Context: an optimization exercise on an open-source flow, tuned for small area, a short achievable clock period and few clock cycles. The choices shown serve that exercise and are no tape-out recipe. Where RTL was checked, it was by simulation tests only, not by an equivalence proof against the original. Function not checked in runs 2 to 6: the RTL went through the layout flow alone. No activity file was given, so power comes from the tool's default toggle rates.

==> design/flow/config.mk <==
export PLATFORM = sky130hd
export DESIGN_NAME = cpu
export DESIGN_NICKNAME = cpu
export VERILOG_FILES = /design/flow/design.v
export SDC_FILE = /design/flow/constraint.sdc
export NUM_CORES = 4
export LEC_CHECK = 0
export CAP_MARGIN = 20
export CORE_MARGIN = 2
export CORE_UTILIZATION = 40
export SLEW_MARGIN = 20
==> design/flow/constraint.sdc <==
create_clock -name core_clock -period 7.5 [get_ports {clk}]
set_input_delay 1.5000 -clock core_clock [delete_from_list [all_inputs] [get_ports {clk}]]
set_output_delay 1.5000 -clock core_clock [all_outputs]
set_load 0.01 [all_outputs]
==> design/flow/design.v <==
module cpu(input clk, reset, input [15:0] i_mem_rddata, output logic o_mem_rd, o_mem_wr, output logic [15:0] o_mem_addr, o_mem_wrdata);
	logic ld_pc, pc_inc, ldpc7, Ain, Gin, AddSub, ldnz, ld_ir, ld_addr, ld_data, done;
	logic Gout, pcout, out8, s8out, s11out, wr, n, z;
	logic [15:0] buswire, wA, wG, wPC, wr0, wr1, wr2, wr3, wr4, wr5, wr6, wr7, sext_imm8, sext_imm11, IR, addr, data, sum;
	logic [7:0] Xreg, Yreg, Rin, Rout;
	logic [12:0] Sel;
	logic [7:0] imm8;
	logic [10:0] imm11;
	logic [4:0] inst;
	enum int unsigned
	{
		INIT,
		T0,
		T1,
		T2,
		T3,
		T4,
		T5,
		T6
	} state, nextstate;
	always @(posedge clk)
		if (reset)
			state <= INIT;
		else
			state <= nextstate;	
	always @(state, done)
	begin
		case (state)
			INIT:
				nextstate = T0;
			T0:  
				nextstate = T1;
			T1: begin
 				if (done) nextstate = T0;
 				else nextstate = T2;
 			end
			T2: 
 			begin
 				if (done) nextstate = T0;
				else nextstate = T3;
			end
	 		T3:  
	 		begin
				if (done) nextstate = T0;
 				else nextstate = T4;
 			end
			T4:  
			begin
 				if (done) nextstate = T0;
 				else nextstate = T5;
 			end
			T5:  
			begin
 				if (done) nextstate = T0;
 				else nextstate = T6;
 			end
 			T6: nextstate = T0;
			default: nextstate = INIT;
		endcase
	end
	always @(*)
	begin
		parameter 
		mv = 5'b0, add = 5'b1, sub = 5'b10, cmp = 5'b11, ld = 5'b100, st = 5'b101, 
		mvi = 5'b10000, addi = 5'b10001, subi = 5'b10010, cmpi = 5'b10011, mvhi = 5'b10110,
		jr = 5'b1000, jzr = 5'b1001, jnr = 5'b1010, callr = 5'b1100, 
		j = 5'b11000, jz = 5'b11001, jn = 5'b11010, call = 5'b11100;
		ld_pc = 0; pc_inc = 0; ldpc7 = 0; out8 = 0; Ain = 0; Gin = 0; AddSub = 0; ldnz = 0; 
		ld_ir = 0; ld_addr = 0; ld_data = 0; done = 0;
		Gout = 0; pcout = 0; s8out = 0; s11out = 0;
		o_mem_rd = 0; o_mem_wr = 0; wr = 0;
		Rin = 0;
		Rout = 0;
		case (state)
			INIT: begin
				ld_addr = 1;
				o_mem_rd = 1;
			end
			T0:  
				begin
					ld_ir = 1;
					pc_inc = 1;  
				end
			T1:
				case (inst)
					mv:
					begin
						Rout = Yreg;
						Rin = Xreg;
						ld_addr = 1;
					end
					add, sub, cmp: begin
						Rout = Xreg;
						Ain = 1;
					end
					ld, st: begin
						Rout = Yreg;
						wr = 1;
						ld_addr = 1;
					end
					mvi: begin
						s8out = 1;
						Rin = Xreg;
						ld_addr = 1;
					end
					addi, subi, cmpi: begin
						Rout = Xreg;
						Ain = 1;
					end
					mvhi: begin
						out8 = 1;
						Rin = Xreg;
						ld_addr = 1;
					end
					jr: begin
						Rout = Xreg;
						ld_pc = 1;
					end
					jzr: begin
						if (z) begin
							Rout = Xreg;
							ld_pc = 1;
						end
						else begin
							ld_addr = 1;
						end
					end
					jnr: begin
						if (n) begin
							Rout = Xreg;
							ld_pc = 1;
						end
						else begin
							ld_addr = 1;
						end					
					end
					callr: begin
						pcout = 1;
						Rin = 8'b10000000;
						ldpc7 = 1;
					end
					j: begin
						s11out = 1;
						Ain = 1;
					end
					jz: begin
						if (z) begin
							s11out = 1;
							Ain = 1;
						end
						else begin
							ld_addr = 1;
						end
					end
					jn: begin
						if (n) begin
							s11out = 1;
							Ain = 1;
						end
						else begin
							ld_addr = 1;
						end					
					end
					call: begin
						pcout = 1;
						Rin = 8'b10000000;
						ldpc7 = 1;
					end
					default: ;
			   endcase
			T2:
				case (inst)
					mv, mvi, mvhi:
					begin
						done = 1;
						o_mem_rd = 1;
					end
					add: begin
						Rout = Yreg;
						Gin = 1;
					end
					sub, cmp: begin
						Rout = Yreg;
						Gin = 1;
						AddSub = 1;
					end
					ld: begin
						o_mem_rd = 1;
					end
					st: begin
						Rout = Xreg;
						wr = 1;
						ld_data = 1;
					end
					addi: begin
						s8out = 1;
						Gin = 1;
					end
					subi, cmpi: begin
						s8out = 1;
						Gin = 1;
						AddSub = 1;	
					end
					jr: begin
						ld_addr = 1;
					end
					jzr: begin
						if (z) begin
							ld_addr = 1;
						end
						else begin
							done = 1;
							o_mem_rd = 1;
						end
					end
					jnr: begin
						if (n) begin
							ld_addr = 1;
						end
						else begin
							done = 1;
							o_mem_rd = 1;
						end					
					end
					callr: begin
						Rout = Xreg;
						ld_pc = 1;
					end
					j: begin
						pcout = 1;
						Gin = 1;
					end
					jz: begin
						if (z) begin
							pcout = 1;
							Gin = 1;
						end
						else begin
							done = 1;
							o_mem_rd = 1;
						end
					end
					jn: begin
						if (n) begin
							pcout = 1;
							Gin = 1;
						end
						else begin
							done = 1;
							o_mem_rd = 1;
						end					
					end
					call: begin
						s11out = 1;
						Ain = 1;
					end
					default: ;
			   endcase
			T3:
				case (inst)
					add, sub: begin
						Gout = 1;
						Rin = Xreg;
						ldnz = 1;
						ld_addr = 1;
					end
					cmp: begin
						Gout = 1;
						ldnz = 1;
						ld_addr = 1;
					end
					ld: begin
						Rout = 0;
						Rin = Xreg;
						ld_addr = 1;
					end
					st: begin
						o_mem_wr = 1;
					end
					addi, subi: begin
						Gout = 1;
						Rin = Xreg;
						ldnz = 1;
						ld_addr = 1;
					end
					cmpi: begin
						Gout = 1;
						ldnz = 1;
						ld_addr = 1;
					end
					jr, jzr, jnr: begin
						done = 1;
						o_mem_rd = 1;
					end
					callr: begin
						ld_addr = 1;
					end
					j, jz, jn: begin
						Gout = 1;
						ld_pc = 1;
					end
					call: begin
						pcout = 1;
						Gin = 1;
					end
					default: ;
			   endcase
			T4:
				case (inst)
					add, sub, cmp, ld, addi, subi, cmpi, callr: begin
						done = 1;
						o_mem_rd = 1;
					end
					cmp: begin
						Gout = 1;
						ldnz = 1;
						ld_addr = 1;
					end
					st: begin
						ld_addr = 1;
					end
					j, jz, jn: begin
						ld_addr = 1;
					end
					call: begin
						Gout = 1;
						ld_pc = 1;
					end
					default: ;
			   endcase
			T5:
				case (inst)
					st, j, jz, jn: begin
						done = 1;
						o_mem_rd = 1;
					end
					call: begin
						ld_addr = 1;
					end
					default: ;
			   endcase
			T6:
				case (inst)
					call: begin
						done = 1;
						o_mem_rd = 1;
					end
					default: ;
			   endcase
			default: ;
		endcase
	end
	assign inst = IR[4:0];
	assign imm8 = IR[15:8];
	assign imm11 = IR[15:5];
	dec3to8 decX (IR[7:5], 1'b1, Xreg);
	dec3to8 decY (IR[10:8], 1'b1, Yreg);
	regn IRreg (i_mem_rddata, ld_ir, clk, IR);	
	genpurp r0 (buswire, Rin[0], out8, 1'b0, clk, reset, wr0);
	genpurp r1 (buswire, Rin[1], out8, 1'b0, clk, reset, wr1);
	genpurp r2 (buswire, Rin[2], out8, 1'b0, clk, reset, wr2);
	genpurp r3 (buswire, Rin[3], out8, 1'b0, clk, reset, wr3);
	genpurp r4 (buswire, Rin[4], out8, 1'b0, clk, reset, wr4);
	genpurp r5 (buswire, Rin[5], out8, 1'b0, clk, reset, wr5);
	genpurp r6 (buswire, Rin[6], out8, 1'b0, clk, reset, wr6);
	genpurp r7 (buswire, Rin[7], out8, ldpc7, clk, reset, wr7);  
	pc_count pc(buswire, reset, clk, ld_pc, pc_inc, wPC);
	regn rA (buswire, Ain, clk, wA);
	regn rG (sum, Gin, clk, wG);
	regn raddr (addr, ld_addr, clk, o_mem_addr);
	regn rdata (data, ld_data, clk, o_mem_wrdata);
	always @(posedge clk) begin
	 	if (reset) begin
	 		n = 0;
	 		z = 0;
	 	end
	 	if (ldnz) begin
	 		n = buswire[15];
	 		z = (buswire == 16'b0) ? 1 : 0;
	 	end
	end
	always @(AddSub or wA or buswire)
		begin
		if (!AddSub)
			sum = wA + buswire;
	    else
			sum = wA - buswire;
		end
	assign addr = (wr) ? buswire : wPC;
	assign data = (wr) ? buswire : 16'b0;
	assign Sel = {Rout, Gout, pcout, out8, s8out, s11out};
	always @(*)
	begin
		if (Sel == 13'b1000000000000)
			buswire = wr7;
   	else if (Sel == 13'b100000000000)
			buswire = wr6;
		else if (Sel == 13'b10000000000)
			buswire = wr5;
		else if (Sel == 13'b1000000000)
			buswire = wr4;
		else if (Sel == 13'b100000000)
			buswire = wr3;
		else if (Sel == 10'b10000000)
			buswire = wr2;
		else if (Sel == 10'b1000000)
			buswire = wr1;
		else if (Sel == 10'b100000)
			buswire = wr0;
		else if (Sel == 10'b10000)
			buswire = wG;
		else if (Sel == 10'b1000)
			buswire = wPC;
		else if (Sel == 10'b100)
			buswire = {imm8, 8'b0};  
		else if (Sel == 10'b10)
			buswire = {{8{imm8[7]}}, imm8};  
		else if (Sel == 10'b1)
			buswire = 2*{{4{imm11[10]}}, imm11};  
   		else buswire = i_mem_rddata;
	end
endmodule
module dec3to8(input [2:0] in, input enable, output logic [7:0] Y);
	always @(in or enable)
	begin
		if (enable)
			case (in)
				3'b000: Y = 8'b1;
	   	   		3'b001: Y = 8'b10;
				3'b010: Y = 8'b100;
				3'b011: Y = 8'b1000;
				3'b100: Y = 8'b10000;
				3'b101: Y = 8'b100000;
				3'b110: Y = 8'b1000000;
				3'b111: Y = 8'b10000000;
			endcase
		else 
			Y = 8'b0;
	end
endmodule
module genpurp(input [15:0] R, input Rin, out8, ldpc7, clk, reset, output logic [15:0] Q);
	always @(posedge clk)
	 	if (reset)
	 		Q <= 16'b0;
	 	else if (out8 & Rin)
			Q <= Q + R;
		else if (Rin) 
			Q <= R;  
		else if (ldpc7)
			Q <= R;  
endmodule
module pc_count(input [15:0] R, input reset, Clock, ld_pc, pc_inc, output logic [15:0] Q);
	always @(posedge Clock)
	 	if (reset)
			Q <= 16'b0;
		else if (ld_pc)
			Q <= R;
		else if (pc_inc)
			Q <= Q + 2'b10;  
endmodule
module regn(R, Rin, Clock, Q);
	parameter n = 16;
	input [n-1:0] R;
	input Rin, Clock;
	output [n-1:0] Q;
	reg [n-1:0] Q;
	always @(posedge Clock)
	 	if (Rin)
			Q <= R;
endmodule
==> design/flow/run.sh <==
#!/bin/bash
# synth_recipe.tcl (not shown) runs the flow's synth.tcl, then flattens the netlist and writes it again
# the make line also repeats each setting of config.mk as NAME=value (left out here)
make -C /OpenROAD-flow-scripts/flow DESIGN_CONFIG=/design/flow/config.mk WORK_HOME=/design/flow/orfs CLKGATE_MAP_FILE= SYNTH_SCRIPT=/design/flow/synth_recipe.tcl finish
==> results of run 1 <==
==> stage by stage <==
| step | setup slack (ps) | cell area [um2] |
|---|---|---|
| final | 275.2 | 21170 |
| after global routing | 10.33 | 21170 |
| after CTS | 55.01 | 21030 |
| after detailed placement | -163.3 | 19980 |
| after global placement | 46.79 | 19980 |
| after floorplan | 1013 | 18500 |
==> cell type report <==
type                       count  area (um2)
fill                        4480       24310
multi-input combinational   1769       11960
sequential                   248        5786
timing repair buffer         161        1346
clock buffer                  34       787.0
tap                          600       750.7
inverter                      73       275.3
clock inverter                22       262.8
==> timing repair <==
action	CTS	global route
resized for setup	0	7
setup endpoints to repair	0	13
buffers inserted	0	15
==> worst max-delay path: stages (launching register included) <==
cell	delay, ps
edfxtp_1	530
buf_4	220
and4bb_1	250
nand3_1	210
o31a_1	450
mux2i_1	160
a2111oi_1	900
buf_4	230
a221oi_1	70
o21ai_0	230
a21o_1	280
and2_1	370
buf_12	210
ha_1	240
inv_1	100
o21bai_1	100
a21oi_1	280
nor2b_1	80
o21a_1	200
o31a_1	280
o41ai_1	320
buf_4	190
o21a_1	160
o21ai_0	280
nor3_1	240
a2111oi_0	100
a2111oi_0	410
==> flip-flops by register name, indices dropped and copies added, names as in the netlist, named ones only <==
register / flops
n: 1
r6.Q: 16
r7.Q: 16
r2.Q: 16
r5.Q: 16
IRreg.Q: 16
r0.Q: 16
r4.Q: 16
pc.Q: 16
r1.Q: 16
z: 1
Xreg: 8
rA.Q: 16
raddr.Q: 16
state: 3
r3.Q: 16
rdata.Q: 16
Yreg: 8
rG.Q: 16
==> power groups by stage <==
stage,Clock (mW),Combinational (mW),Sequential [mW]
3_5_place_dp,0,0.998,1.54
4_1_cts,1.60,1.00,1.51
6_report,1.59,1.03,1.50
2_1_floorplan,0,0.694,1.52
5_1_grt,1.66,1.13,1.51
3_3_place_gp,0,0.977,1.54
==> how the worst max path moves through the flow <==
| stage | endpoint | slack, ps |
|---|---|---|
| final | r5.Q[15]$_SDFFE_PP0P_ | 280 |
| after global routing | r5.Q[15]$_SDFFE_PP0P_ | 10 |
| after CTS | r5.Q[15]$_SDFFE_PP0P_ | 60 |
| after detailed placement | r5.Q[15]$_SDFFE_PP0P_ | -160 |
| after global placement | r5.Q[15]$_SDFFE_PP0P_ | 50 |
| after floorplan | r2.Q[15]$_SDFFE_PP0P_ | 1010 |
==> cell usage after synthesis (all sizes together), types with 10 or more instances <==
library cell	instances
ha	139
a211oi	79
o22ai	32
nor4	11
a311oi	25
a221oi	19
xor2	28
nand3	31
buf	44
o21a	22
a22oi	12
nor2b	10
clkbuf	81
nor2	313
o21bai	33
mux2i	18
edfxtp	82
a31oi	32
o211ai	37
xnor2	114
or3	11
nand2	183
and3	16
inv	71
a21oi	168
a21o	37
nor3	84
nand4	26
o21ai	84
a2111oi	21
or2	10
and2	22
o41ai	16
dfxtp	166
==> logic make-up (layout without fill, tap and decap cells) <==
kind of cell	after synthesis	in the layout	share of synthesized area [%]
AND/OR/NAND/NOR	758	758	19.06
AO/OA/AOI/OAI	699	699	26.84
flip-flops	248	248	31.28
buffers and inverters	198	290	4.458
adder cells (fa/ha/maj)	148	148	10.38
XOR/XNOR	142	142	6.765
multiplexers	22	22	1.218
==> routing by layer <==
layer  global-route usage (%)  wire length (um)  vias to the layer above
li1                         -                 -                     8392
met1                    37.41             28830                     8633
met2                    44.97             30060                      773
met3                    3.299              5121                      156
met4                    9.324              2470                        0
met5                        0                 0                        -
==> summary.md, run 1 <==
| Metric | Value |
|---|---|
| Total chip power | ~4.1 mW |
| Pwr/cell area | 194.8 nW/um2 |
| Pleak | 8.214 nW |
| N_diodes | 0 |
| Highest clock rate | 138.4 MHz |
| Yosys cell types | 110 |
| Clock-pin slew on the worst setup and hold paths | 60 ps |
| DR iter-0 viols | 1799 |
| Sw Pwr | 1.321 mW |
| Max-slew violation count | 0 |
| Antenna violations before repair | 0 |
| Main synth FF type | dfxtp_1 |
| Post-DR wirelength/cell | 22.87 um |
| Vias | 17950 |
| Launch point of the worst hold path | r6.Q[11]$_SDFFE_PP0P_ |
| Status | complete, no violations |
| Clock Tree Root | clkbuf_16 |
| Clk_skew | 10.76 ps |
| Synth Cell Area | 18500 um2 |
| Nets | 2449 |
| Via-per-instance ratio | roughly 6.2 |
| Number of global-route vias before repair | 17100 |
| Mapped Nets | 2381 |
| Largest net degree at the start of global routing | 56 |
| Final WL | 66.49 mm |
| Syn-to-layout area delta | 14.44% |
| #FFs+latches synth | 248 |
| Gr usage total | between 20% and 30% |
| Setup crit end kind | register |
| Row count | 78 |
| Clock network power share | 38.5% |
| Worst VDD drop | between 0.15 and 0.2 mV |
| Most frequent cells in the layout | 303 x nor2_1, 182 x nand2_1, 166 x dfxtp_1, 163 x a21oi_1, 139 x ha_1 |
| Final hold slack | 484.1 ps |
| Sequential cell fraction of total power | 36.4% |
| Hold EP | r6.Q[11]$_SDFFE_PP0P_ |
| DR pass1 iterations | 6 |
| EDFF count, synth | 82 |
| Ys Warns | 5 |
| Arrival @ worst endpoint | 7680 ps |
| CP Launch Point | IRreg.Q[3]$_DFFE_PP_ |
| Port buffer count | 51 |
| Ys async rst share | 0% |
| Die H | between 200 and 250 um |
| First-pass GRT wire length | 101.6 mm |
| R2R Path Start | IRreg.Q[3]$_DFFE_PP_ |
| Initial Util | about two fifths |
| Reg-to-reg endpoint | r5.Q[15]$_SDFFE_PP0P_ |
| Ranking of synthesized cells by area | dfxtp_1 18%, edfxtp_1 13%, ha_1 9.4%, nor2_1 6.2%, xnor2_1 5.4% |
| GPL Wtd Cong | 1.023 |
| Total die area | 47970 um2 |
| Cell count after synthesis | roughly 2200 |
| Maxcap violations | 0 |
| RSZ-0062 raised after global routing | no |
| R2R Setup Slk | 280 ps |
| # DRC | 0 |
| Core ar. | 45480 um2 |
| ANT nets after route | 0 |
| Sequential share of the synthesized area | 31.28% |
| Worst slew pin tran | approximately 1300 ps |
| Total CTS buffers | 30 |
| Final setup violation count | 0 |
| Post-synth top area share | 17.97% |
| Syn_area_per_cell | 8.350 um2 |
| Hold-fix buffers, CTS | 0 |
| Most common cell after layout, fill and taps aside | nor2_1 |
| Synth area leader | dfxtp_1 |
| Combinational group share of total power | 25.1% |
| Crit path max fanout | 19 |
| Post-layout util | between 40% and 50% |
| CTS HTree Levels | 1 |
| Post-detail-place hpwl | between 50 and 60 mm |
| Max clock buf depth | 3 |
| Setup Total Neg Slack | 0 ps |
| Startpoint types | register |
| Tmin final | 7225 ps |
| Clock Latency Late Sink | 580 ps |
| Critical Path RT | between 7000 and 8000 ps |
| Fin. Hold Viols | 0 |
| CTS Sinks | 248 |
| Switching share of power | 32.04% |
| Period utilization | a little over nine tenths |
| Relative slew slack | 13.14% |
| Post-Layout Cell Count | 2907 |
| Hold WC Path Type | reg -> reg |
| Ports | 52 |
| TritonCTS clock tree | built |
| Die Wd | 219.0 um |
| Fraction of layout cells with a size suffix above 1 | 10.14% |
| Global route overflow | 0 |
| Crit Path Category | reg -> reg |
| Internal power | ~2.8 mW |
| Hold Path Depth | 2 |
| Placed Cells incl. Taps | 2836 |
| Reg2reg path depth | 26 |
Testbench counts, summed over its fixed seeds: cycles 249,582.
==> run 2, diff against run 1 <==
==> design/flow/design.v (replaced) <==
module cpu(input clk, reset, input [15:0] i_mem_rddata, output logic o_mem_rd, o_mem_wr, output logic [15:0] o_mem_addr, o_mem_wrdata);
	logic [15:0] r0, r1, r2, r3, r4, r5, r6, r7;
	logic n, z;
	logic [15:0] IR;      
	logic v;              
	logic s;              
	logic ldp;            
	logic [2:0] ldx;      
	logic [15:1] P;       
	wire [4:0] op = IR[4:0];
	wire [2:0] X = IR[7:5];
	wire [2:0] Y = IR[10:8];
	wire [7:0] imm8 = IR[15:8];
	wire [10:0] imm11 = IR[15:5];
	logic [15:0] rx, ry;
	always @(*) begin
		case (X)
			3'd0: rx = r0; 3'd1: rx = r1; 3'd2: rx = r2; 3'd3: rx = r3;
			3'd4: rx = r4; 3'd5: rx = r5; 3'd6: rx = r6; default: rx = r7;
		endcase
		case (Y)
			3'd0: ry = r0; 3'd1: ry = r1; 3'd2: ry = r2; 3'd3: ry = r3;
			3'd4: ry = r4; 3'd5: ry = r5; 3'd6: ry = r6; default: ry = r7;
		endcase
	end
	wire ex = v & ~s;
	wire jmp   = op[3];
	wire ldst  = ~op[4] & ~op[3] & op[2];
	wire isst  = op[0];
	wire mvhi  = op[4] & op[2];
	wire alu   = ~op[3] & ~ldst;
	wire domov = ~op[1] & ~op[0] & ~mvhi;           
	wire dosub = op[1] & ~mvhi;                     
	wire aluw  = alu & ~(op[1] & op[0]);            
	wire aluf  = alu & ~domov & ~mvhi;              
	wire link  = jmp & op[2];                       
	wire cond  = (~op[1] & ~op[0]) | (op[0] & z) | (op[1] & n);
	wire dacc = ex & ldst;
	wire tk   = ex & jmp & cond;
	logic [15:0] b;
	always @(*) begin
		if (~op[4]) b = ry;
		else if (op[2]) b = {imm8, 8'b0};
		else b = {{8{imm8[7]}}, imm8};
	end
	wire [15:0] a = domov ? 16'b0 : rx;
	wire [15:0] res = a + (dosub ? ~b : b) + {15'b0, dosub};
	wire [15:1] tgt = op[4] ? (P + {{4{imm11[10]}}, imm11}) :
	                  ((op[2] & (X == 3'd7)) ? P : rx[15:1]);
	wire [15:1] faddr = tk ? tgt : (P + {14'b0, ~s | v});
	always @(*) begin
		o_mem_wr = dacc & isst;
		o_mem_rd = ~o_mem_wr;
		o_mem_addr = dacc ? ry : {faddr, 1'b0};
		o_mem_wrdata = rx;
	end
	wire hit = (ry[15:1] == P);
	logic [15:0] wd;
	logic [2:0] wi;
	logic we;
	always @(*) begin
		if (ldp) begin
			wd = i_mem_rddata; wi = ldx; we = 1'b1;
		end else if (link) begin
			wd = {P, 1'b0}; wi = 3'd7; we = ex;
		end else begin
			wd = res; wi = X; we = ex & aluw;
		end
	end
	wire [15:0] wdr = reset ? 16'b0 : wd;
	wire [7:0] wen = {8{reset}} | ({7'b0, we} << wi);
	always @(posedge clk) begin
		if (wen[0]) r0 <= wdr;
		if (wen[1]) r1 <= wdr;
		if (wen[2]) r2 <= wdr;
		if (wen[3]) r3 <= wdr;
		if (wen[4]) r4 <= wdr;
		if (wen[5]) r5 <= wdr;
		if (wen[6]) r6 <= wdr;
		if (wen[7]) r7 <= wdr;
	end
	always @(posedge clk) begin
		if (reset) begin
			n <= 1'b0;
			z <= 1'b0;
		end else if (ex & aluf) begin
			n <= res[15];
			z <= (res == 16'b0);
		end
	end
	always @(posedge clk) begin
		if (reset) begin
			s <= 1'b1;
			v <= 1'b0;
			ldp <= 1'b0;
			P <= 15'b0;
		end else begin
			s <= dacc;
			v <= s ? v : ~(tk | (dacc & isst & hit));
			ldp <= dacc & ~isst;
			if (~dacc) P <= faddr;
		end
	end
	always @(posedge clk) begin
		if (~s) IR <= i_mem_rddata;
		ldx <= X;
	end
endmodule
==> run 2 against run 1 <==
Against the previous run: clock power fell by 44%; area after synthesis decreased by 42%; global-route usage shrank 1.2 points; largest power group is now registers; total power shrank 23%; cell count is 49% lower; clock skew up 7.8 ps.
==> summary.md, run 2 <==
| Metric | Value |
|---|---|
| Hold-fix buffers, CTS | 0 |
| Nets | 1180 |
| DR iter-0 viols | 1296 |
| Cell count after synthesis | 1119 |
| Yosys cell types | between 70 and 80 |
| GPL Wtd Cong | roughly 1.0 |
| Ports | 52 |
| Post-CTS Setup Bufs | 0 |
| Ys Warns | 1 |
| Antenna violations before repair | 0 |
| Max clock buf depth | 2 |
| Die H | 167.8 um |
| Status | complete, no violations |
| Highest clock rate | 164.7 MHz |
| Synth Cell Area | ~11000 um2 |
| Main synth FF type | edfxtp_1 |
| Die Wd | 167.8 um |
| CTS HTree Levels | 4 |
| Most frequent cells in the layout | 144 x edfxtp_1, 121 x nand2_1, 115 x nor2_1, 88 x a21oi_1, 76 x o21ai_0 |
| R2R Path Start | IR[8]$_DFFE_PN_ |
| Pwr/cell area | 263.2 nW/um2 |
| Critical Path RT | 6000 ps |
| Worst path slowest cell | fa_1 |
| Relative slew slack | 26.87% |
| Global route overflow | 0 |
| Period utilization | 80.96% |
| Syn_area_per_cell | 9.594 um2 |
| Met1 Track Usage GR | a little over a third |
| Crit path max fanout | 7 |
| Top-count cell post-synth | edfxtp_1 |
| Tmin final | 6072 ps |
| Met3 Use GR | 5.853% |
| Crit Path Category | reg -> out |
| Setup crit end kind | output pin |
| Number of global-route vias before repair | 8782 |
| Startpoint types | register |
| Post-synth top area share | 40.28% |
| Synth area leader | edfxtp_1 |
| Final WL | between 30 and 40 mm |
| Fin. Hold Viols | 0 |
| Vias | 9262 |
| Final setup violation count | 0 |
| EDFF count, synth | roughly 140 |
| First-pass GRT wire length | 55.18 mm |
| Largest net degree at the start of global routing | just under 50 |
| Hold WC Path Type | reg -> reg |
| Top cells by count, synth | 144 x edfxtp_1, 121 x nand2_1, 115 x nor2_1 |
| Fill cells | 2435 |
| Clk_skew | 18.57 ps |
| Clock Tree Root | clkbuf_16 |
| Port buffer count | between 50 and 60 |
| Post-DR wirelength/cell | 24.87 um |
| Fraction of layout cells with a size suffix above 1 | 8.399% |
| Core ar. | 26210 um2 |
| Maxcap violations | 0 |
| Sequential share of the synthesized area | about 45% |
| Clock Latency Late Sink | around 450 ps |
| Arrival @ worst endpoint | 4570 ps |
| Most common cell after layout, fill and taps aside | edfxtp_1 |
| RSZ-0062 raised after global routing | no |
| CP Launch Point | IR[6]$_DFFE_PN_ |
| Initial Util | 40.96% |
| Via-per-instance ratio | between 6 and 7 |
| Cts repair resizes | 0 |
| Launch point of the worst hold path | z$_SDFFE_PP0P_ |
| Gr usage total | 26.25% |
| CTS Sinks | 167 |
| Total CTS buffers | 17 |
| Setup Total Neg Slack | 0 ps |
| Max-slew violation count | 0 |
| N_diodes | 0 |
| DR pass1 iterations | 6 |
| Mapped Nets | 1169 |
| Total die area | 28170 um2 |
| ANT nets after route | 0 |
| Post-detail-place hpwl | about 26 mm |
| Row count | 59 |
| Ys async rst share | 0% |
| Ranking of synthesized cells by area | edfxtp_1 40%, dfxtp_1 4.3%, nand2_1 4.2%, a21oi_1 4.1%, nor2_1 4.0% |
| TritonCTS clock tree | built |
| Final hold slack | between 400 and 500 ps |
| Most used routing layer | met2 |
| Worst slew pin tran | 1097 ps |
| CP Cell Sequence | clkinv_1 > fa_1 > nor2b_1 > o21ai_0 > a21oi_1 > o21ai_0 > a21oi_1 > o2111ai_1 > a31oi_1 > xor2_1 > a211oi_1 > o21ai_0 > clkdlybuf4s50_1 |
| Worst path max stage delay | 630 ps |
| Clock-pin slew on the worst setup and hold paths | 70 ps |
| Most Frequent Cell on Critical Path | o21ai_0 |
| # DRC | 0 |
| M2 GR Usage | 39.29% |
| #FFs+latches synth | 167 |
| Syn-to-layout area delta | 12.60% |
| Worst VDD drop | 0.1590 mV |
| Pleak | 4.565 nW |
run 2: cell types whose count changed after synthesis, sizes merged, moves of 59 or more:
cell    previous run  this run
a211oi            79        20
a21oi            168        89
dfxtp            166        23
edfxtp            82       144
ha               139        30
nand2            183       121
nor2             313       115
nor3              84        20
xnor2            114        32
run 2: path summary, 6_finish.rpt:
check | cells after the start | end | slack, ps
worst max-delay path | 13 | o_mem_addr[13] | 1430
worst min-delay path | 2 | z$_SDFFE_PP0P_ | 500
worst max register to register | 17 | r7[13]$_DFFE_PP_ | 1610
worst min register to register | 2 | z$_SDFFE_PP0P_ | 500
run 2: cell type report:
type                       instances  area, um2  share of cell area, %
tap                              335      419.2                  3.468
timing repair buffer              73      675.6                  5.590
multi-input combinational        833       5475                  45.30
inverter                          38      142.6                  1.180
clock buffer                      18      429.2                  3.550
clock inverter                    14      161.4                  1.335
sequential                       167       4785                  39.58
run 2: cell families (layout without fill, tap and decap cells):
family / Yosys count / in the layout / share of synthesized area, %
simple gates: 352 / 352 / 14.87
compound gates: 320 / 320 / 18.90
flops: 167 / 167 / 44.57
buf+inv: 119 / 143 / 4.429
mux: 68 / 68 / 8.380
xor+xnor: 61 / 61 / 4.977
fa+ha+maj: 32 / 32 / 3.869
run 2: metrics by stage:
step | util (%) | std cells | total power, mW | instance area (um2) | setup WS (ps)
final | 46.13 | 1478 | 3.182 | 12090 | 1428
after global routing | 46.13 | 1478 | 3.313 | 12090 | 1119
after CTS | 46.07 | 1475 | 3.158 | 12070 | 1485
after detailed placement | 43.81 | 1443 | 2.264 | 11480 | 1534
after global placement | 43.81 | 1443 | 2.267 | 11480 | 1569
after floorplan | - | 1119 | 1.913 | 10740 | 2897
run 2: report_power, final:
| group | leakage, nW | internal [mW] | total [mW] | switching (mW) |
|---|---|---|---|---|
| combinational | 2.62 | 0.368 | 0.965 | 0.597 |
| sequential | 1.65 | 1.22 | 1.32 | 0.0990 |
| clock | 0.286 | 0.475 | 0.898 | 0.424 |
run 2: worst max-delay path: cells and delay by family, from the launching register on:
kind	cells	cell delay, ps
adder cells (fa/ha/maj)	1	630
AO/OA/AOI/OAI	8	1650
flip-flops	1	360
buffers and inverters	2	1090
XOR/XNOR	1	240
AND/OR/NAND/NOR	1	170
run 2: routing by layer:
layer  part of all wire (%)  vias to the layer above
met1                     42                     4464
met3                    9.4                       92
met2                     44                      557
met4                    4.7                        0
met5                      0                        -
li1                       -                     4149
==> run 3, diff against run 2 <==
--- a/design/flow/config.mk
+++ b/design/flow/config.mk
@@ -5,7 +5,9 @@
 export SDC_FILE = /design/flow/constraint.sdc
 export NUM_CORES = 4
 export LEC_CHECK = 0
+export ABC_AREA = 1
 export CAP_MARGIN = 20
 export CORE_MARGIN = 2
 export CORE_UTILIZATION = 40
+export SETUP_SLACK_MARGIN = 3.5
 export SLEW_MARGIN = 20
==> run 3 against run 2 <==
Against the previous run: via count rose by 18%; setup slack improved by 1400 ps; sequential share of layout area fell by 5.6 points; worst hold slack got worse by 20 ps; synthesized cell count rose by 7.5%; largest cell class unchanged; critical endpoint is now o_mem_addr[15]; design area rose by 16%; cell count rose by 19%; highest routed layer unchanged; utilization rose by 9.5 points; clock power fell by 2.6%; critical path depth rose by 4.
==> summary.md, run 3 <==
| Metric | Value |
|---|---|
| Status | complete, no violations |
| Port buffer count | 51 |
| R2R Setup Slk | 2830 ps |
| Clock-pin slew on the worst setup and hold paths | 80 ps |
| Fraction of layout cells with a size suffix above 1 | 31.22% |
| Post-detail-place hpwl | 28.10 mm |
| Setup crit end kind | output pin |
| CTS HTree Levels | 4 |
| Main synth FF type | edfxtp_1 |
| Hold WC Path Type | reg -> reg |
| Ys Warns | 1 |
| Clock Latency Late Sink | approximately 450 ps |
| Gr usage total | 30.95% |
| Total die area | 27260 um2 |
| Startpoint types | register |
| Vias | 10910 |
| Total chip power | 3.227 mW |
| Pwr/cell area | 229.2 nW/um2 |
| Post-DR wirelength/cell | between 20 and 25 um |
| Compound-Gate Fraction of Synth Area | ~22% |
| Total CTS buffers | 17 |
| Ports | 52 |
| R2R Path Start | IR[5]$_DFFE_PN_ |
| Post-synth top area share | 41.65% |
| Post-synthesis xor/xnor area fraction | between 3 and 4% |
| Maxcap violations | 0 |
| Ys async rst share | 0% |
| Crit path max fanout | 4 |
| Reg2reg path depth | 33 |
| N_diodes | 0 |
| Sequential Area | ~4800 um2 |
| Crit Path Category | reg -> out |
| Worst path max stage delay | 430 ps |
| Antenna violations before repair | 0 |
| DR pass1 iterations | 7 |
| Synth Cell Area | 10380 um2 |
| Yosys cell types | 52 |
| Hold EP | z$_SDFFE_PP0P_ |
| DR iter-0 viols | 1427 |
| Launch point of the worst hold path | z$_SDFFE_PP0P_ |
| Worst slew pin tran | 1106 ps |
| Row count | 58 |
| Hold Path Depth | 2 |
| Syn_area_per_cell | 8.630 um2 |
| Proportion of synthesized area in mux cells | 0% |
| Most common cell after layout, fill and taps aside | buf_4 |
| Number of global-route vias before repair | 10100 |
| Post-Layout Cell Count | 1762 |
| Worst VDD drop | 0.1770 mV |
| Hold-fix buffers, CTS | 0 |
| Period utilization | 62.60% |
| Pleak | 5.842 nW |
| Global route overflow | 0 |
| TritonCTS clock tree | built |
| Ranking of synthesized cells by area | edfxtp_1 42%, inv_1 5.9%, nand2_1 5.4%, a21oi_1 5.3%, o22ai_1 5.1% |
| Synth Area in Adders | 4.001% |
| CTS Sinks | 167 |
| Most frequent cells in the layout | 157 x buf_4, 152 x inv_1, 144 x edfxtp_1, 142 x nand2_1, 84 x a21oi_1 |
| Nets | 1469 |
| #FFs+latches synth | between 150 and 200 |
| Fin. Hold Viols | 0 |
| Die Wd | 165.1 um |
| Top-count cell post-synth | inv_1 |
| Top cells by count, synth | 162 x inv_1, 150 x nand2_1, 144 x edfxtp_1 |
| Simple-Gate Fraction of Synth Area | between 10% and 20% |
| Syn-to-layout area delta | 35.62% |
| Arrival @ worst endpoint | 3190 ps |
| CP Cell Sequence | ha_2 > inv_2 > fa_2 > inv_2 > nand3_2 > nand2_2 > a21oi_4 > o21bai_4 > a21boi_2 > o21ai_2 > nand4_1 > nand3_1 > nand2_1 > o21ai_2 > nand2_2 > a21boi_2 > buf_2 |
| Max clock buf depth | 2 |
| Relative slew slack | 26.20% |
| # DRC | 0 |
| Highest clock rate | 213.0 MHz |
| Placed Cells incl. Taps | 1554 |
| Clk_skew | 16.23 ps |
| Largest family of logic cells by synthesized area | compound AO/OA/AOI/OAI gates |
| Synth area leader | edfxtp_1 |
| Die H | 165.1 um |
| Final WL | 43.13 mm |
| Mapped Nets | 1253 |
| Max-slew violation count | 0 |
| Setup Total Neg Slack | 0 ps |
| Tmin final | 4695 ps |
| Reg-to-reg endpoint | P[15]$_SDFFE_PP0N_ |
| Critical Path RT | 6000 ps |
| EDFF count, synth | about 140 |
| ANT nets after route | 0 |
| GPL Wtd Cong | around 1.0 |
| First-pass GRT wire length | 61.62 mm |
| Largest net degree at the start of global routing | 34 |
| Final setup violation count | 0 |
| Via-per-instance ratio | 6.190 |
| Core ar. | 25330 um2 |
| Fill cells | ~2200 |
| Initial Util | 40.99% |
| Multi-input gate area | approximately 5500 um2 |
| Clock Tree Root | clkbuf_16 |
| Worst path slowest cell | edfxtp_1 |
| Sequential share of the synthesized area | a little under half |
| RSZ-0062 raised after global routing | yes |
| Post-layout util | 55.60% |
| Cell count after synthesis | about 1200 |
==> run 3: changes by cell type in the layout (fill, tap and decap cells not counted), moves of 24 or more <==
cell,delta
buf_4,+139
inv_1,+116
o22ai_1,+62
nor2_1,-45
mux2i_1,-37
clkdlybuf4s50_1,-31
o21ai_2,+31
nand3_1,+30
o21ai_1,+30
o21ai_0,-26
xnor2_1,-24
==> run 3: layout make-up <==
class,count,share of cell area [%]
clock buffer,19,3.074
clock inverter,13,0.9774
inverter,180,5.198
multi-input combinational,812,39.29
sequential,167,34.02
tap,330,2.932
timing repair buffer,239,14.43
timing repair inverter,2,0.07109
==> run 3: per-layer routing <==
metal / share of wire, % / wire, um / vias to the layer above / track usage [%]
met3: 11 / 4866 / 177 / 7.093
met1: 38 / 16560 / 5238 / 40.34
met2: 44 / 19120 / 777 / 48.88
met4: 6.0 / 2581 / 0 / 14.51
li1: - / - / 4714 / -
met5: 0 / 0 / - / 0
==> run 3: where the power goes <==
part	switching (mW)	internal, mW	leakage, nW
clock	0.433	0.441	0.267
sequential	0.0699	1.19	1.65
combinational	0.700	0.395	3.92
total	1.20	2.02	5.84
==> run 3: worst max-delay path, delay by kind of cell, from the launching register on <==
family	cells	cell delay, ps
buffers and inverters	3	280
adder cells (fa/ha/maj)	2	570
AO/OA/AOI/OAI	6	860
AND/OR/NAND/NOR	6	620
flip-flops	1	430
==> run 3: how the worst max path moves through the flow <==
stage / startpoint / slack (ps) / to
2_1_floorplan: IR[5]$_DFFE_PN_ / 3460 / o_mem_addr[15]
6_report: IR[5]$_DFFE_PN_ / 2810 / o_mem_addr[15]
4_1_cts: IR[5]$_DFFE_PN_ / 2940 / o_mem_addr[15]
3_3_place_gp: IR[5]$_DFFE_PN_ / 2460 / o_mem_addr[15]
3_5_place_dp: IR[8]$_DFFE_PN_ / 2410 / r6[14]$_DFFE_PP_
5_1_grt: IR[5]$_DFFE_PN_ / 2640 / o_mem_addr[15]
==> run 3: timing repair <==
item / 4_1_cts / 5_1_grt
cloned: 3 / 1
resized for setup: 206 / 140
pin swaps: 33 / 46
endpoints found under the setup margin: 175 / 149
buffers inserted: 126 / 46
==> run 3: kinds of logic (layout without fill, tap and decap cells) <==
| family | count (synthesis) | in the layout |
|---|---|---|
| xor+xnor | 42 | 42 |
| compound gates | 385 | 385 |
| flops | 167 | 167 |
| simple gates | 351 | 353 |
| buf+inv | 226 | 453 |
| fa+ha+maj | 32 | 32 |
==> run 3: metrics by stage <==
| stage | hold WS (ps) | instance area [um2] | setup slack, ps |
|---|---|---|---|
| global route | 508.3 | 14080 | 2644 |
| CTS | 471.0 | 13300 | 2945 |
| global placement | 457.1 | 11230 | 2457 |
| detailed placement | 459.5 | 11240 | 2408 |
| floorplan | 375.2 | 10390 | 3462 |
| finish | 477.0 | 14080 | 2805 |
==> run 4, diff against run 3 <==
--- a/design/flow/config.mk
+++ b/design/flow/config.mk
@@ -9,5 +9,4 @@
 export CAP_MARGIN = 20
 export CORE_MARGIN = 2
 export CORE_UTILIZATION = 40
-export SETUP_SLACK_MARGIN = 3.5
 export SLEW_MARGIN = 20
==> run 4 against run 3 <==
Against the previous run: sequential power about the same; still clean on timing, DRC and antenna; highest routed layer unchanged; non-clock buffer count down 174; largest cell class is now registers; area after synthesis unchanged; design area down 16%; clock-buffer cell count down 1; sequential cell count unchanged; wire length down 10%; critical path depth down 4; sequential share of layout area up 6.6 points; total power down 6.8%.
==> summary.md, run 4 <==
| Metric | Value |
|---|---|
| Largest net degree at the start of global routing | 33 |
| Final hold slack | about 480 ps |
| Setup crit end kind | output pin |
| Max-slew violation count | 0 |
| Top-count cell post-synth | inv_1 |
| Most frequent cells in the layout | 162 x inv_1, 150 x nand2_1, 144 x edfxtp_1, 109 x a21oi_1, 90 x o21ai_0 |
| Ys Warns | 1 |
| Maxcap violations | 0 |
| Die H | 165.1 um |
| Total chip power | 3.008 mW |
| CP Cell Sequence | ha_1 > a21oi_1 > o21ai_0 > inv_1 > o21ai_0 > a21boi_0 > o21ai_0 > a21oi_1 > o21ai_0 > nand3_1 > nand2_1 > o21ai_0 > clkdlybuf4s50_1 |
| Main synth FF type | edfxtp_1 |
| Sequential cell fraction of total power | 41.6% |
| Fin. Hold Viols | 0 |
| Arrival @ worst endpoint | 4070 ps |
| Setup Total Neg Slack | 0 ps |
| Clock-pin slew on the worst setup and hold paths | 80 ps |
| Antenna violations before repair | 0 |
| Post-detail-place hpwl | between 20 and 30 mm |
| First-pass GRT wire length | approximately 56 mm |
| Clock network power share | 29.0% |
| Crit path max fanout | 10 |
| #FFs+latches synth | between 150 and 200 |
| EDFF count, synth | 144 |
| DR iter-0 viols | 1316 |
| Sw Pwr | 1.106 mW |
| Highest clock rate | approximately 180 MHz |
| Reg2reg path depth | 19 |
| Mapped Nets | 1253 |
| Final setup violation count | 0 |
| Ports | 52 |
| CTS HTree Levels | 4 |
| Via-per-instance ratio | 6.005 |
| Relative slew slack | 27.67% |
| Clk_skew | ~13 ps |
| Global route overflow | 0 |
| Total die area | about 27000 um2 |
| Post-DR wirelength/cell | 24.42 um |
| R2R Path Start | IR[9]$_DFFE_PN_ |
| Initial Util | between 40% and 50% |
| Vias | 9512 |
| Most Frequent Cell on Critical Path | o21ai_0 |
| Total CTS buffers | 17 |
| Post-route cell area | ~12000 um2 |
| Core ar. | between 20000 and 30000 um2 |
| Most common cell after layout, fill and taps aside | inv_1 |
| DR pass1 iterations | 8 |
| Cell count after synthesis | 1203 |
| Ys async rst share | 0% |
| Worst path max stage delay | 600 ps |
| Critical Path RT | 6000 ps |
| Fill cells | 2422 |
| Number of global-route vias before repair | 8990 |
| RSZ-0062 raised after global routing | no |
| Hold-fix buffers, CTS | 0 |
| Combinational group share of total power | 29.4% |
| Clock Latency Late Sink | 440 ps |
| Tmin final | 5568 ps |
| CTS Sinks | 167 |
| Max clock buf depth | 2 |
| Yosys cell types | 52 |
| R2R Setup Slk | between 2000 and 2500 ps |
| Period utilization | 74.24% |
| End point of the critical path | o_mem_addr[12] |
| Internal power | 1.902 mW |
| Placed cell areas | 11210 um2 |
| Clock Tree Root | clkbuf_16 |
| Gr usage total | 28.53% |
| GPL Wtd Cong | 0.9952 |
| Row count | 58 |
| Top cells by count, synth | 162 x inv_1, 150 x nand2_1, 144 x edfxtp_1 |
| Post-CTS Setup Bufs | 0 |
| Switching share of power | 36.78% |
| CP Launch Point | IR[7]$_DFFE_PN_ |
| ANT nets after route | 0 |
| Reg-to-reg endpoint | r3[14]$_DFFE_PP_ |
| Buf/Inv on CP | 2 |
| Pleak | about 4.7 nW |
| Hold WC Path Type | reg -> reg |
| Die Wd | around 170 um |
| Syn_area_per_cell | between 8 and 9 um2 |
| Final WL | about 39 mm |
| Crit Path Category | reg -> out |
| Nets | roughly 1300 |
| Post-synth top area share | between 40% and 50% |
| Ranking of synthesized cells by area | edfxtp_1 42%, inv_1 5.9%, nand2_1 5.4%, a21oi_1 5.3%, o22ai_1 5.1% |
| Port buffer count | 51 |
| Fraction of layout cells with a size suffix above 1 | under 10% |
| Worst slew pin tran | around 1100 ps |
| Top delay family on crit path | compound AO/OA/AOI/OAI gates |
| Status | complete, no violations |
| Pwr/cell area | 255.1 nW/um2 |
| Post-layout util | a little under half |
| Syn-to-layout area delta | 13.57% |
| Sequential share of the synthesized area | 46.08% |
| N_diodes | 0 |
| Cell count along the critical path | 13 |
| Cts repair resizes | 0 |
| TritonCTS clock tree | built |
| Synth Cell Area | 10380 um2 |
| Startpoint types | register |
| # DRC | 0 |
| Worst VDD drop | 0.1616 mV |
| Synth area leader | edfxtp_1 |
| Worst path slowest cell | edfxtp_1 |
## run 4: final cells by class
type / instances / area [um2] / share of cell area, %
tap: 330 / 412.9 / 3.502
timing repair buffer: 65 / 615.6 / 5.221
clock buffer: 18 / 429.2 / 3.640
multi-input combinational: 810 / 4726 / 40.08
inverter: 180 / 675.6 / 5.730
clock inverter: 14 / 147.6 / 1.252
sequential: 167 / 4785 / 40.58
## run 4: logic make-up (layout without fill, tap and decap cells)
logic type	count (synthesis)	count (layout)	share of synthesized area, %
and+or+nand+nor	351	351	15.92
xor gates and xnor gates	42	42	3.543
DFF	167	167	46.08
adders and majority gates	32	32	4.001
AOI/OAI and AO/OA	385	385	21.73
buffers and inverters	226	277	8.725
## run 4: worst reg2reg max path, stage by stage, from the launching register on
cell,delay [ps]
edfxtp_1,600
inv_2,190
nand3_1,610
o22ai_1,340
nor2_1,80
nand3_1,90
o21ai_0,380
o22ai_1,370
xor2_1,160
fa_1,450
inv_1,110
nand3_1,70
nand2_1,140
nand3_1,90
nand3_1,130
a21oi_1,70
o21ai_0,200
xor2_1,330
o21ai_0,210
a21oi_1,560
## run 4: power groups by stage
stage	registers [mW]	logic, mW	clock network [mW]
after floorplan	1.24	0.535	0
after global placement	1.27	0.857	0
after detailed placement	1.27	0.858	0
after CTS	1.25	0.861	0.880
after global routing	1.26	0.948	0.919
final	1.25	0.884	0.873
## run 4: metal layers
layer  up-vias  track usage (%)  routed length, um  part of all wire (%)
met4         0            12.73               1776                   4.6
li1       4339                -                  -                     -
met3        98            4.795               3524                   9.1
met1      4492            38.61              16020                    41
met2       583            45.00              17360                    45
met5         -                0                  0                     0
## run 4: how the worst min path moves through the flow
stage                     slack (ps)       startpoint        endpoint  depth (start not counted)
after floorplan                  380  IR[7]$_DFFE_PN_  ldx[2]$_DFF_P_                          0
after global placement           460   z$_SDFFE_PP0P_  z$_SDFFE_PP0P_                          2
after detailed placement         460   z$_SDFFE_PP0P_  z$_SDFFE_PP0P_                          2
after CTS                        470   z$_SDFFE_PP0P_  z$_SDFFE_PP0P_                          2
after global routing             490   z$_SDFFE_PP0P_  z$_SDFFE_PP0P_                          2
final                            480   z$_SDFFE_PP0P_  z$_SDFFE_PP0P_                          2
## run 4: through the flow
stage | instances | setup slack [ps]
2_1_floorplan | 1203 | 3420
6_report | 1584 | 1932
3_5_place_dp | 1552 | 2309
4_1_cts | 1584 | 1973
5_1_grt | 1584 | 1656
3_3_place_gp | 1552 | 2435
==> run 5, diff against run 4 <==
==> design/flow/design.v (replaced) <==
module cpu(input clk, reset, input [15:0] i_mem_rddata, output logic o_mem_rd, o_mem_wr, output logic [15:0] o_mem_addr, o_mem_wrdata);
	logic [15:0] r0, r1, r2, r3, r4, r5, r6, r7;
	logic n, z;
	logic [15:0] A;       
	logic wr;             
	logic [15:0] wd;      
	logic ldc;            
	logic av;             
	logic [15:1] L;       
	logic lw;             
	logic [2:0] ldx;      
	wire [15:0] I = i_mem_rddata;
	wire [4:0] op = I[4:0];
	wire [2:0] X = I[7:5];
	wire [2:0] Y = I[10:8];
	wire [7:0] imm8 = I[15:8];
	wire [10:0] imm11 = I[15:5];
	logic [15:0] rx, ry;
	always @(*) begin
		case (X)
			3'd0: rx = r0; 3'd1: rx = r1; 3'd2: rx = r2; 3'd3: rx = r3;
			3'd4: rx = r4; 3'd5: rx = r5; 3'd6: rx = r6; default: rx = r7;
		endcase
		case (Y)
			3'd0: ry = r0; 3'd1: ry = r1; 3'd2: ry = r2; 3'd3: ry = r3;
			3'd4: ry = r4; 3'd5: ry = r5; 3'd6: ry = r6; default: ry = r7;
		endcase
	end
	wire jmp   = op[3];
	wire ldst  = ~op[4] & ~op[3] & op[2];
	wire isst  = op[0];
	wire mvhi  = op[4] & op[2];
	wire alu   = ~op[3] & ~ldst;
	wire domov = ~op[1] & ~op[0] & ~mvhi;           
	wire dosub = op[1] & ~mvhi;                     
	wire aluw  = alu & ~(op[1] & op[0]);            
	wire aluf  = alu & ~domov & ~mvhi;              
	wire link  = jmp & op[2];                       
	wire cond  = (~op[1] & ~op[0]) | (op[0] & z) | (op[1] & n);
	wire xrel  = ~(op[4] & op[3]);                  
	wire yrel  = ~op[4] & ~op[3];                   
	wire haz  = (ldc & ((xrel & (X == ldx)) | (yrel & (Y == ldx)) | (link & (ldx == 3'd7))))
	          | (wr & (A[15:1] == L));
	wire ex   = av & ~haz;
	wire dacc = ex & ldst;
	wire tk   = ex & jmp & cond;
	logic [15:0] b;
	always @(*) begin
		if (~op[4]) b = ry;
		else if (op[2]) b = {imm8, 8'b0};
		else b = {{8{imm8[7]}}, imm8};
	end
	wire [15:0] a = domov ? 16'b0 : rx;
	wire [15:0] res = a + (dosub ? ~b : b) + {15'b0, dosub};
	wire now_data = wr | ldc;
	wire [15:1] inc = (now_data ? L : A[15:1]) + 15'd1;   
	wire [15:1] pc2 = now_data ? inc : A[15:1];           
	wire [15:1] tgt = op[4] ? (L + {{4{imm11[10]}}, imm11} + 15'd1) :
	                  ((op[2] & (X == 3'd7)) ? pc2 : rx[15:1]);
	logic [15:0] A_n;
	always @(*) begin
		if (av & haz) A_n = {L, 1'b0};
		else if (dacc) A_n = ry;
		else if (tk) A_n = {tgt, 1'b0};
		else A_n = {inc, 1'b0};
	end
	always @(*) begin
		o_mem_addr = A;
		o_mem_wr = wr;
		o_mem_rd = ~wr;
		o_mem_wrdata = wd;
	end
	logic [15:0] wdat;
	logic [2:0] wi;
	logic we;
	always @(*) begin
		if (lw) begin
			wdat = I; wi = ldx; we = 1'b1;
		end else if (link) begin
			wdat = {pc2, 1'b0}; wi = 3'd7; we = ex;
		end else begin
			wdat = res; wi = X; we = ex & aluw;
		end
	end
	wire [15:0] wdr = reset ? 16'b0 : wdat;
	wire [7:0] wen = {8{reset}} | ({7'b0, we} << wi);
	always @(posedge clk) begin
		if (wen[0]) r0 <= wdr;
		if (wen[1]) r1 <= wdr;
		if (wen[2]) r2 <= wdr;
		if (wen[3]) r3 <= wdr;
		if (wen[4]) r4 <= wdr;
		if (wen[5]) r5 <= wdr;
		if (wen[6]) r6 <= wdr;
		if (wen[7]) r7 <= wdr;
	end
	always @(posedge clk) begin
		if (reset) begin
			n <= 1'b0;
			z <= 1'b0;
		end else if (ex & aluf) begin
			n <= res[15];
			z <= (res == 16'b0);
		end
	end
	always @(posedge clk) begin
		if (reset) begin
			A <= 16'b0;
			wr <= 1'b0;
			ldc <= 1'b0;
			av <= 1'b0;
			lw <= 1'b0;
		end else begin
			A <= A_n;
			wr <= dacc & isst;
			ldc <= dacc & ~isst;
			av <= ~now_data & ~tk;
			lw <= ldc;
		end
	end
	always @(posedge clk) begin
		wd <= rx;
		if (~now_data) L <= A[15:1];
		if (dacc) ldx <= X;
	end
endmodule
==> run 5 against run 4 <==
Against the previous run: critical endpoint is now r7[12]$_DFFE_PP_; global-route usage is 0.16 points lower; design area up 11%; still clean on timing, DRC and antenna; clock skew up 1.2 ps; sequential power increased by about 10%; sequential cell count up 17; wire length increased by 11%; utilization increased by 0.23 points.
==> summary.md, run 5 <==
| Metric | Value |
|---|---|
| Status | complete, no violations |
| Relative slew slack | 31.17% |
| Period utilization | 85.21% |
| Hold Path Depth | 2 |
| R2R Path Start | r5[2]$_DFFE_PP_ |
| DR iter-0 viols | about 1300 |
| R2R Setup Slk | 3350 ps |
| Startpoint types | input pin |
| Critical Path RT | ~7700 ps |
| Final hold slack | 479.6 ps |
| Number of global-route vias before repair | 10280 |
| TritonCTS clock tree | built |
| Hold EP | lw$_SDFF_PP0_ |
| Reg-to-reg endpoint | r7[12]$_DFFE_PP_ |
| Clock Latency Late Sink | 450 ps |
| Top cells by count, synth | 222 x nand2_1, 167 x inv_1, 131 x edfxtp_1 |
| Vias | 10740 |
| Highest clock rate | 156.5 MHz |
| Port buffer count | between 50 and 60 |
| Syn_area_per_cell | just over 8 um2 |
| Total die area | between 20000 and 30000 um2 |
| DR pass1 iterations | 6 |
| Main synth FF type | edfxtp_1 |
| Worst VDD drop | 0.1590 mV |
| Setup slack after layout | roughly 1100 ps |
| EDFF count, synth | 131 |
| Synth Cell Area | 11370 um2 |
| Arrival @ worst endpoint | 6540 ps |
| Via-per-instance ratio | 5.912 |
| CTS HTree Levels | 4 |
| Largest net degree at the start of global routing | 34 |
| Crit path max fanout | 9 |
| Top-count cell post-synth | nand2_1 |
| Worst slew pin tran | 1029 ps |
| Nets | 1475 |
| Sequential Area | 4995 um2 |
| Core ar. | 27860 um2 |
| Pleak | 5.336 nW |
| Place WS | roughly 800 ps |
| Synth area leader | edfxtp_1 |
| Reg2reg path depth | 19 |
| Launch point of the worst hold path | ldc$_SDFF_PP0_ |
| Pwr/cell area | 257.7 nW/um2 |
| Ranking of synthesized cells by area | edfxtp_1 35%, dfxtp_1 9.3%, nand2_1 7.3%, inv_1 5.5%, o21ai_0 5.3% |
| Post-layout util | 46.79% |
| Mapped Nets | 1418 |
| Post-DR wirelength/cell | 23.69 um |
| Cell count after synthesis | 1369 |
| Post-CTS Setup Bufs | 0 |
| Multi-input gate area | between 5000 and 6000 um2 |
| Max-slew violation count | 0 |
| Fraction of layout cells with a size suffix above 1 | 11.40% |
| Tmin final | 6390 ps |
| First-pass GRT wire length | around 64 mm |
| Maxcap violations | 0 |
| Total chip power | 3.359 mW |
| Post-route cell area | between 10000 and 15000 um2 |
| Ys async rst share | 0% |
| #FFs+latches synth | 184 |
| Global route overflow | 0 |
| Placed cell areas | ~12000 um2 |
| GPL Wtd Cong | 0.9325 |
| Most common cell after layout, fill and taps aside | nand2_1 |
| Ports | 52 |
| # DRC | 0 |
| Final WL | 43.05 mm |
| Yosys cell types | 57 |
| Total CTS buffers | 17 |
| Die H | 172.6 um |
| Antenna violations before repair | 0 |
| Gr usage total | between 20% and 30% |
| Post-detail-place hpwl | 31.47 mm |
| RSZ-0062 raised after global routing | no |
| Syn-to-layout area delta | 14.62% |
| Placed Cells incl. Taps | 1785 |
| Die Wd | 172.6 um |
| Setup Total Neg Slack | 0 ps |
| Fill cells | 2761 |
| Crit Path Category | in -> reg |
| Clk_skew | 13.73 ps |
| Setup crit end kind | register |
| N_diodes | 0 |
| Max clock buf depth | 2 |
| Post-synth top area share | between 30% and 40% |
| Hold WC Path Type | reg -> reg |
| Clock-pin slew on the worst setup and hold paths | 80 ps |
| Final setup violation count | 0 |
| CTS Sinks | between 150 and 200 |
| Row count | a little over 60 |
| Fin. Hold Viols | 0 |
| Hold-fix buffers, CTS | 0 |
| Clock Tree Root | clkbuf_16 |
| Initial Util | 40.82% |
| Ys Warns | 1 |
| Cts repair resizes | 0 |
| Sequential share of the synthesized area | a little over two fifths |
| ANT nets after route | 0 |
| Post-Layout Cell Count | 1817 |
| Most frequent cells in the layout | 222 x nand2_1, 167 x inv_1, 131 x edfxtp_1, 112 x o21ai_0, 107 x a21oi_1 |
## run 5: cell types whose count changed after synthesis, moves of 8 or more
| cell | change |
|---|---|
| a221oi_1 | +17 |
| dfxtp_1 | +30 |
| edfxtp_1 | -13 |
| nand2_1 | +72 |
| nand2_2 | +12 |
| nand4_1 | +8 |
| nor2_1 | +21 |
| o211ai_1 | -11 |
| o21ai_0 | +22 |
| o22ai_1 | -36 |
## run 5: metal layers
layer | global-route usage (%) | up-vias | routed length (um)
met3 | 4.573 | 149 | 3629
met1 | 36.21 | 5057 | 17230
met2 | 45.82 | 648 | 19540
met5 | 0 | - | 0
li1 | - | 4889 | -
met4 | 16.20 | 0 | 2653
## run 5: cell type report
cell class              count  area share [%]
clock buffers              17           3.264
clock inverters            15           1.670
inverters                 187           5.520
multi-input cells         950           41.66
flip-flops and latches    184           38.32
well taps                 378           3.629
repair buffers             86           5.933
## run 5: how the worst max path moves through the flow
stage	slack [ps]	to	start	depth (start not counted)
finish	1110	r7[12]$_DFFE_PP_	i_mem_rddata[8]	21
global route	810	r2[12]$_DFFE_PP_	i_mem_rddata[8]	21
CTS	1270	r7[12]$_DFFE_PP_	i_mem_rddata[8]	21
detailed placement	800	r5[12]$_DFFE_PP_	i_mem_rddata[8]	21
global placement	910	r1[12]$_DFFE_PP_	i_mem_rddata[8]	21
floorplan	2430	r0[10]$_DFFE_PP_	i_mem_rddata[10]	21
## run 5: worst max-delay path, cell delays in order
cell,delay [ps]
clkdlybuf4s50_1,710
inv_1,190
nand3_1,440
inv_1,290
a21oi_1,190
o221ai_1,130
o32ai_1,480
o21ai_0,170
xor2_1,170
ha_1,380
nand2_1,60
o21ai_0,360
nand2_1,90
nand2_1,90
nand2_1,60
nand2_1,60
a21oi_1,80
or2_2,290
nand3_1,90
a31oi_1,100
a21oi_1,570
## run 5: kinds of logic after synthesis
family	share of synthesized area [%]
DFF	43.93
AOI/OAI and AO/OA	20.83
and+or+nand+nor	19.92
adders and majority gates	3.543
xor gates and xnor gates	3.235
buffers and inverters	8.550
## run 5: where the power goes
part | switching [mW] | leakage (nW) | internal, mW
registers | 0.0798 | 1.77 | 1.30
clock network | 0.527 | 0.308 | 0.471
logic | 0.670 | 3.25 | 0.314
==> run 6, diff against run 5 <==
--- a/design/flow/config.mk
+++ b/design/flow/config.mk
@@ -9,4 +9,5 @@
 export CAP_MARGIN = 20
 export CORE_MARGIN = 2
 export CORE_UTILIZATION = 40
+export SETUP_SLACK_MARGIN = 4.0
 export SLEW_MARGIN = 20
==> run 6 against run 5 <==
Against the previous run: still clean; clock power about the same; die area unchanged; area after synthesis unchanged; register-to-register slack improved by 630 ps; design area increased by 25%; maximum frequency increased by 36%; setup slack improved by 1700 ps; global-route usage increased by 3.4 points; non-clock buffer count increased by 158; via count increased by 11%; first-iteration DRC count increased by 30%; combinational power increased by 62%; critical endpoint is now r0[12]$_DFFE_PP_; largest cell class unchanged.
==> summary.md, run 6 <==
| Metric | Value |
|---|---|
| Cell count after synthesis | 1369 |
| Row count | 61 |
| Sequential share of the synthesized area | 43.93% |
| Nets | between 1500 and 2000 |
| Post-layout util | 58.30% |
| Worst path max stage delay | 330 ps |
| CTS HTree Levels | 4 |
| Synth Cell Area | around 11000 um2 |
| Max-slew violation count | 0 |
| Period utilization | between 60% and 70% |
| Maxcap violations | 0 |
| Final hold slack | just over 500 ps |
| Crit Path Category | in -> reg |
| Sw Pwr | about 1.5 mW |
| Ys Warns | 1 |
| Placed cell areas | 12460 um2 |
| Setup Total Neg Slack | 0 ps |
| Mapped Nets | 1418 |
| Post-DR wirelength/cell | 25.14 um |
| Clock Latency Late Sink | 450 ps |
| Final WL | between 40 and 50 mm |
| Pleak | roughly 6.5 nW |
| Worst path slowest cell | a2111oi_4 |
| Antenna violations before repair | 0 |
| Die Wd | 172.6 um |
| Core ar. | 27860 um2 |
| Pwr/cell area | 245.4 nW/um2 |
| Post-synth top area share | 34.60% |
| DR iter-0 viols | 1664 |
| Relative slew slack | between 30% and 40% |
| Internal power | 2.436 mW |
| Setup slack after layout | 2790 ps |
| Port buffer count | ~50 |
| Ys async rst share | 0% |
| Gr usage total | 31.72% |
| Arrival @ worst endpoint | between 4000 and 5000 ps |
| Largest net degree at the start of global routing | 31 |
| Switching share of power | 38.89% |
| Syn_area_per_cell | 8.306 um2 |
| Main synth FF type | edfxtp_1 |
| Startpoint types | input pin |
| EDFF count, synth | 131 |
| Max clock buf depth | 2 |
| Yosys cell types | 57 |
| N_diodes | 0 |
| Post-route cell area | approximately 16000 um2 |
| Status | complete, no violations |
| Top cells by count, synth | 222 x nand2_1, 167 x inv_1, 131 x edfxtp_1 |
| #FFs+latches synth | 184 |
| Hold EP | A[12]$_SDFF_PP0_ |
| # DRC | 0 |
| Reg-to-reg endpoint | r0[12]$_DFFE_PP_ |
| Hold-fix buffers, CTS | 0 |
| Launch point of the worst hold path | L[12]$_DFF_P_ |
| Reg2reg path depth | 21 |
| Ranking of synthesized cells by area | edfxtp_1 35%, dfxtp_1 9.3%, nand2_1 7.3%, inv_1 5.5%, o21ai_0 5.3% |
| Combinational group share of total power | 40.1% |
| GPL Wtd Cong | 0.9625 |
| RSZ-0062 raised after global routing | yes |
| Highest clock rate | 212.3 MHz |
| Most frequent cells in the layout | 182 x nand2_1, 148 x inv_1, 136 x buf_4, 131 x edfxtp_1, 85 x nor2_1 |
| Synth area leader | edfxtp_1 |
| DR pass1 iterations | 8 |
| ANT nets after route | 0 |
| Via-per-instance ratio | 6.034 |
| Top-count cell post-synth | nand2_1 |
| CTS Sinks | 184 |
| Global route overflow | 0 |
| Hold WC Path Type | reg -> reg |
| Worst slew pin tran | 1019 ps |
| Number of global-route vias before repair | 11520 |
| Post-detail-place hpwl | 31.49 mm |
| Total CTS buffers | 17 |
| Setup crit end kind | register |
| Total die area | between 20000 and 30000 um2 |
| Most Frequent Cell on Critical Path | nand2_2 |
| Clock Tree Root | clkbuf_16 |
| Die H | 172.6 um |
| Most common cell after layout, fill and taps aside | nand2_1 |
| Tmin final | 4710 ps |
| Fin. Hold Viols | 0 |
| Crit path max fanout | 8 |
| Fraction of layout cells with a size suffix above 1 | 34.37% |
| TritonCTS clock tree | built |
| Critical Path RT | around 7700 ps |
| Sequential cell fraction of total power | 34.8% |
| Syn-to-layout area delta | 42.84% |
| Clock network power share | between 20% and 30% |
| Final setup violation count | 0 |
| R2R Setup Slk | 3980 ps |
| Place WS | approximately 960 ps |
| Ports | 52 |
| Worst VDD drop | around 0.17 mV |
| Hold Path Depth | 2 |
| R2R Path Start | r6[2]$_DFFE_PP_ |
| CP Launch Point | i_mem_rddata[8] |
| First-pass GRT wire length | 71.25 mm |
| Initial Util | 40.82% |
| Vias | roughly 12000 |
| Post-Layout Cell Count | a little under 2000 |
| Clock-pin slew on the worst setup and hold paths | around 90 ps |
| Clk_skew | 16.33 ps |
| Placed Cells incl. Taps | roughly 1800 |
| Total chip power | approximately 4 mW |
[run 6: area by class of cell]
class,count,area [um2]
fillers,2376,11620
inverters,187,833.3
clock buffers,17,425.4
clock inverters,15,217.7
repair buffers,244,2436
multi-input cells,952,6835
flip-flops and latches,184,4995
repair inverters,4,26.28
well taps,378,473.0
[run 6: logic make-up (layout without fill, tap and decap cells)]
logic type / Yosys count / after routing / share of synthesized area (%)
buffers and inverters: 235 / 467 / 8.550
XOR/XNOR: 42 / 42 / 3.235
AO/OA/AOI/OAI: 397 / 397 / 20.83
AND/OR/NAND/NOR: 480 / 482 / 19.92
adder cells (fa/ha/maj): 31 / 31 / 3.543
flip-flops: 184 / 184 / 43.93
[run 6: layer usage]
metal / part of all wire, % / up-vias / wire length [um] / track usage (%)
li1: - / 5232 / - / -
met4: 7.7 / 0 / 3832 / 18.30
met1: 37 / 5623 / 18240 / 39.58
met2: 45 / 843 / 22350 / 50.82
met3: 11 / 256 / 5390 / 6.948
met5: 0 / - / 0 / 0
[run 6: how the worst max path moves through the flow]
stage | slack (ps) | endpoint
finish | 2790 | r0[12]$_DFFE_PP_
global route | 2700 | r7[10]$_DFFE_PP_
CTS | 2860 | r7[10]$_DFFE_PP_
detailed placement | 960 | r5[14]$_DFFE_PP_
global placement | 990 | r0[14]$_DFFE_PP_
floorplan | 2930 | r0[12]$_DFFE_PP_
[run 6: what timing repair did]
item / CTS / global route
pin swaps: 83 / 84
resized for setup: 261 / 158
cloned: 4 / 3
setup endpoints to repair: 284 / 273
endpoints found under the hold margin: 0 / 0
setup buffers: 135 / 38
[run 6: worst max-delay path: cells and delay by family]
family	cells	cell delay, ps
compound gates	8	1290
xor+xnor	1	200
fa+ha+maj	1	300
buf+inv	6	800
simple gates	9	830
[run 6: power by group through the flow]
stage	logic (mW)	registers [mW]	clock network (mW)
6_report	1.60	1.39	1.00
5_1_grt	1.67	1.40	1.04
4_1_cts	1.34	1.38	1.00
3_5_place_dp	0.964	1.40	0
3_3_place_gp	0.967	1.40	0
2_1_floorplan	0.613	1.38	0

## static timing again, ports no longer ideal
The flow's constraints put no driver on any port. The routed layouts listed below were extracted and timed again, unchanged, in two steps.
Step 1 sets driving cells, clkbuf_16 on the clock port and buf_2 on the other inputs (assumed; they add their load-dependent delay and slew).
Step 2, shift: input delay + t, output delay - t, t = (earliest + latest rising clock arrival at the registers) / 2. This alone moves slack from input paths to output paths.
Three values: ideal ports, drivers, drivers and shift; two values: the first two.
run | t, ns | setup WS [ns] | latest minus earliest clock arrival (ns) | worst register clock-pin slew, ns | pins driven straight from the clock port
run 1 | 0.633 | 0.275 / 0.275 / -0.116 | 0.011 / 0.011 | 0.07 / 0.07 | 1
run 2 | 0.486 | 1.428 / 1.380 / 1.608 | 0.018 / 0.019 | 0.08 / 0.08 | 1
run 3 | 0.489 | 2.805 / 2.757 / 2.827 | 0.016 / 0.017 | 0.08 / 0.08 | 1
run 4 | 0.482 | 1.932 / 1.884 / 2.017 | 0.013 / 0.013 | 0.08 / 0.08 | 1
run 5 | 0.490 | 1.110 / 1.130 / 0.640 | 0.014 / 0.014 | 0.09 / 0.09 | 1
run 6 | 0.495 | 2.790 / 2.794 / 2.299 | 0.016 / 0.016 | 0.09 / 0.09 | 1
Met with ideal ports but missed after step 2: setup timing in run 1. For run 6, which loses most, drivers alone change the setup slack by +0.004 ns; drivers and shift together by -0.491 ns.
